Context: an optimization exercise on an open-source flow, tuned for small area and a short achievable clock period. The choices shown serve that exercise and are no tape-out recipe. Function was checked by simulation only, so behaviour that the tests miss may differ from the original. No driver is modelled on the clock port, so clock power and skew are understated where the tree is cut down; a real chip needs a root buffer or a tree. Power is estimated from default activity; no workload was simulated.

==> flow/design.v (excerpt) <==
module fifo_regs_no_flags #(
    parameter g_WIDTH = 8,   
    parameter g_DEPTH = 32   
)(
    input wire i_rst_sync,                 
    input wire i_clk,                      
    input wire i_wr_en,                    
    input wire [g_WIDTH-1:0] i_wr_data,    
    output wire o_full,                    
    input wire i_rd_en,                    
    output wire [g_WIDTH-1:0] o_rd_data,   
    output wire o_empty                    
);
Size in the first run: about 950 cells after synthesis.
Settings: LEC_CHECK=0, ABC_AREA=1, ABC_CLOCK_PERIOD_IN_PS=1800, CAP_MARGIN=20, CORE_MARGIN=2, CORE_UTILIZATION=40, CTS_BUF_LIST=sky130_fd_sc_hd__clkbuf_8 sky130_fd_sc_hd__clkbuf_16, CTS_CLUSTER_DIAMETER=100, CTS_CLUSTER_SIZE=24, SETUP_SLACK_MARGIN=2.0, SLEW_MARGIN=20; clock period 3.6 ns.
standard.sh (not shown) runs the stock make flow with config.mk's settings and CLKGATE_MAP_FILE= SYNTH_SCRIPT=/design/flow/synth_recipe.tcl, a recipe that flattens the netlist after the stock synthesis.
==> flow/flow/run.sh <==
#!/bin/bash
# The standard layout (standard.sh) with two changes:
#  - buffer_ports puts buf_2 cells on the ports, not the slow clock-delay
#    buffer it picks by default;
#  - after clock tree synthesis, clock_roots.tcl replaces the buffers above
#    the leaf clock buffers by four buffers driven by the clock port.
# Every tool's full output is in orfs/logs/; the whole run is also in run.log.
set -euo pipefail
export BUFFER_PORTS_ARGS="-buffer_cell sky130_fd_sc_hd__buf_2"
export CTS_ARGS="-sink_clustering_enable -repair_clock_nets -sink_clustering_size 24 -sink_clustering_max_diameter 100 -buf_list {sky130_fd_sc_hd__clkbuf_8 sky130_fd_sc_hd__clkbuf_16} -dont_use_dummy_load"
export POST_CTS_TCL="$PWD/flow/clock_roots.tcl"
bash standard.sh finish > run.log 2>&1
==> flow/flow/clock_roots.tcl <==
# Run after clock tree synthesis (POST_CTS_TCL).
# TritonCTS leaves a tree: clock port -> root buffer -> middle buffers ->
# leaf buffers -> registers. This keeps the leaf buffers and their registers
# as they are and replaces the buffers above them with NROOT clkbuf_8
# buffers driven by the clock port, each driving the leaf buffers of one
# sector of the die around the leaves' centre. Every register's clock then
# passes through two buffers.
set nroot 4
set bufcell sky130_fd_sc_hd__clkbuf_8
set block [ord::get_db_block]
set port_net [[$block findBTerm i_clk] getNet]
proc is_clkbuf {inst} { string match "sky130_fd_sc_hd__clkbuf_*" [[$inst getMaster] getName] }
proc loads_of {net} {
  set r {}
  foreach it [$net getITerms] { if {![$it isOutputSignal]} { lappend r $it } }
  return $r
}
# walk the buffer tree from the port
set upper {}
set leaves {}
set frontier [list $port_net]
while {[llength $frontier]} {
  set next {}
  foreach net $frontier {
    foreach it [loads_of $net] {
      set inst [$it getInst]
      if {![is_clkbuf $inst]} { continue }
      set out [[$inst findITerm X] getNet]
      set bufs_only 1
      foreach l [loads_of $out] { if {![is_clkbuf [$l getInst]]} { set bufs_only 0 } }
      if {$bufs_only} { lappend upper $inst; lappend next $out } else { lappend leaves $inst }
    }
  }
  set frontier $next
}
puts "clock_roots: [llength $upper] upper buffers, [llength $leaves] leaf buffers"
if {[llength $leaves] < $nroot} { return }
# remove the upper buffers and their nets
foreach inst $upper {
  set out [[$inst findITerm X] getNet]
  foreach it [$inst getITerms] { $it disconnect }
  odb::dbInst_destroy $inst
  if {[llength [$out getITerms]] == 0} { odb::dbNet_destroy $out }
}
# sectors around the leaves' centre
set sx 0.0; set sy 0.0
foreach inst $leaves { lassign [$inst getLocation] x y; set sx [expr {$sx + $x}]; set sy [expr {$sy + $y}] }
set n [llength $leaves]
set cx [expr {$sx / $n}]; set cy [expr {$sy / $n}]
set keyed {}
foreach inst $leaves {
  lassign [$inst getLocation] x y
  lappend keyed [list [expr {atan2($y - $cy, $x - $cx)}] $inst]
}
set keyed [lsort -real -index 0 $keyed]
set master [[ord::get_db] findMaster $bufcell]
for {set g 0} {$g < $nroot} {incr g} {
  set lo [expr {($g * $n) / $nroot}]
  set hi [expr {(($g + 1) * $n) / $nroot}]
  set group [lrange $keyed $lo [expr {$hi - 1}]]
  set gx 0.0; set gy 0.0
  foreach e $group { lassign [[lindex $e 1] getLocation] x y; set gx [expr {$gx + $x}]; set gy [expr {$gy + $y}] }
  set k [llength $group]
  set inst [odb::dbInst_create $block $master "clkbuf_root_${g}_i_clk"]
  set net [odb::dbNet_create $block "clknet_root_${g}_i_clk"]
  $net setSigType CLOCK
  $inst setLocation [expr {int($gx / $k)}] [expr {int($gy / $k)}]
  $inst setPlacementStatus PLACED
  [$inst findITerm A] connect $port_net
  [$inst findITerm X] connect $net
  foreach e $group { [[lindex $e 1] findITerm A] disconnect; [[lindex $e 1] findITerm A] connect $net }
}
global_connect
detailed_placement
check_placement -verbose
estimate_parasitics -placement
report_clock_latency
Next try:
- ABC_AREA: 1 -> default
- ABC_CLOCK_PERIOD_IN_PS: 1800 -> 2500
Maximum frequency increases by 1.7%.
Die area decreases by 7.0%.
Wire length barely changes.
Sequential cell count stays the same.
Core utilization went up by 0.66 points.
Setup slack is better by 0.028 ns.
Global-route usage grows by 1.1 points.
Worst hold slack is about the same.
Cell count drops by 28%.
Clock power hardly moves.
Total power fell by 5.9%.
Next try:
- ABC_CLOCK_PERIOD_IN_PS: 2500 -> 1800
- CORE_UTILIZATION: 40 -> 55
Result: Hold slack is worse by 0.0037 ns. Die area drops by 27%. Wire length drops by 4.0%. Sequential share of layout area climbs by 1.2 points. Core utilization climbs by 17 points. Critical path depth stays the same. Synthesized area stays the same.
Next try:
--- a/flow/flow/run.sh
+++ b/flow/flow/run.sh
@@ -2,3 +2,3 @@
 # The standard layout (standard.sh) with two changes:
-#  - buffer_ports puts buf_2 cells on the ports, not the slow clock-delay
+#  - buffer_ports puts buf_4 cells on the ports, not the slow clock-delay
 #    buffer it picks by default;
@@ -8,3 +8,3 @@
 set -euo pipefail
-export BUFFER_PORTS_ARGS="-buffer_cell sky130_fd_sc_hd__buf_2"
+export BUFFER_PORTS_ARGS="-buffer_cell sky130_fd_sc_hd__buf_4"
 export CTS_ARGS="-sink_clustering_enable -repair_clock_nets -sink_clustering_size 24 -sink_clustering_max_diameter 100 -buf_list {sky130_fd_sc_hd__clkbuf_8 sky130_fd_sc_hd__clkbuf_16} -dont_use_dummy_load"
--- a/flow/flow/clock_roots.tcl
+++ b/flow/flow/clock_roots.tcl
@@ -3,3 +3,3 @@
 # leaf buffers -> registers. This keeps the leaf buffers and their registers
-# as they are and replaces the buffers above them with NROOT clkbuf_8
+# as they are and replaces the buffers above them with NROOT clkbuf_16
 # buffers driven by the clock port, each driving the leaf buffers of one
@@ -8,3 +8,2 @@
 set nroot 4
-set bufcell sky130_fd_sc_hd__clkbuf_8
 set block [ord::get_db_block]
@@ -55,3 +54,3 @@
 set keyed [lsort -real -index 0 $keyed]
-set master [[ord::get_db] findMaster $bufcell]
+set master [[ord::get_db] findMaster sky130_fd_sc_hd__clkbuf_16]
 for {set g 0} {$g < $nroot} {incr g} {
- CORE_UTILIZATION: 55 -> 40
Result: The new run completed with no timing, DRC or antenna violations. Utilization decreases by 16 points. Maximum frequency decreases slightly. Worst setup slack loses 0.0077 ns.

-- port drivers added, routing unchanged --
In the flow no input, the clock included, has a driving cell. The finished layouts below were timed again as built, in two steps. Step 1 sets driving cells, clkbuf_16 on the clock port and buf_2 on the other inputs (assumed; they add their load-dependent delay and slew). Step 2 also shifts input and output timing later by t, the mid clock arrival at the registers, as if the neighbouring blocks saw the same clock. Three values: ideal ports, drivers, drivers and shift; two values: the first two.
run	shift t [ns]	setup WS [ns]	cell pins on the clock port's net
the first run	0.398	1.947 / 1.863 / 1.820	4
the second run	0.393	1.975 / 1.892 / 1.806	4
the third run	0.397	1.958 / 1.875 / 1.763	4
the fourth run	0.395	1.950 / 1.850 / 1.831	4
After both steps every run listed still meets setup and hold. The setup slack of the third run, which loses most, moves by -0.083 ns with the drivers and by -0.195 ns with both steps.
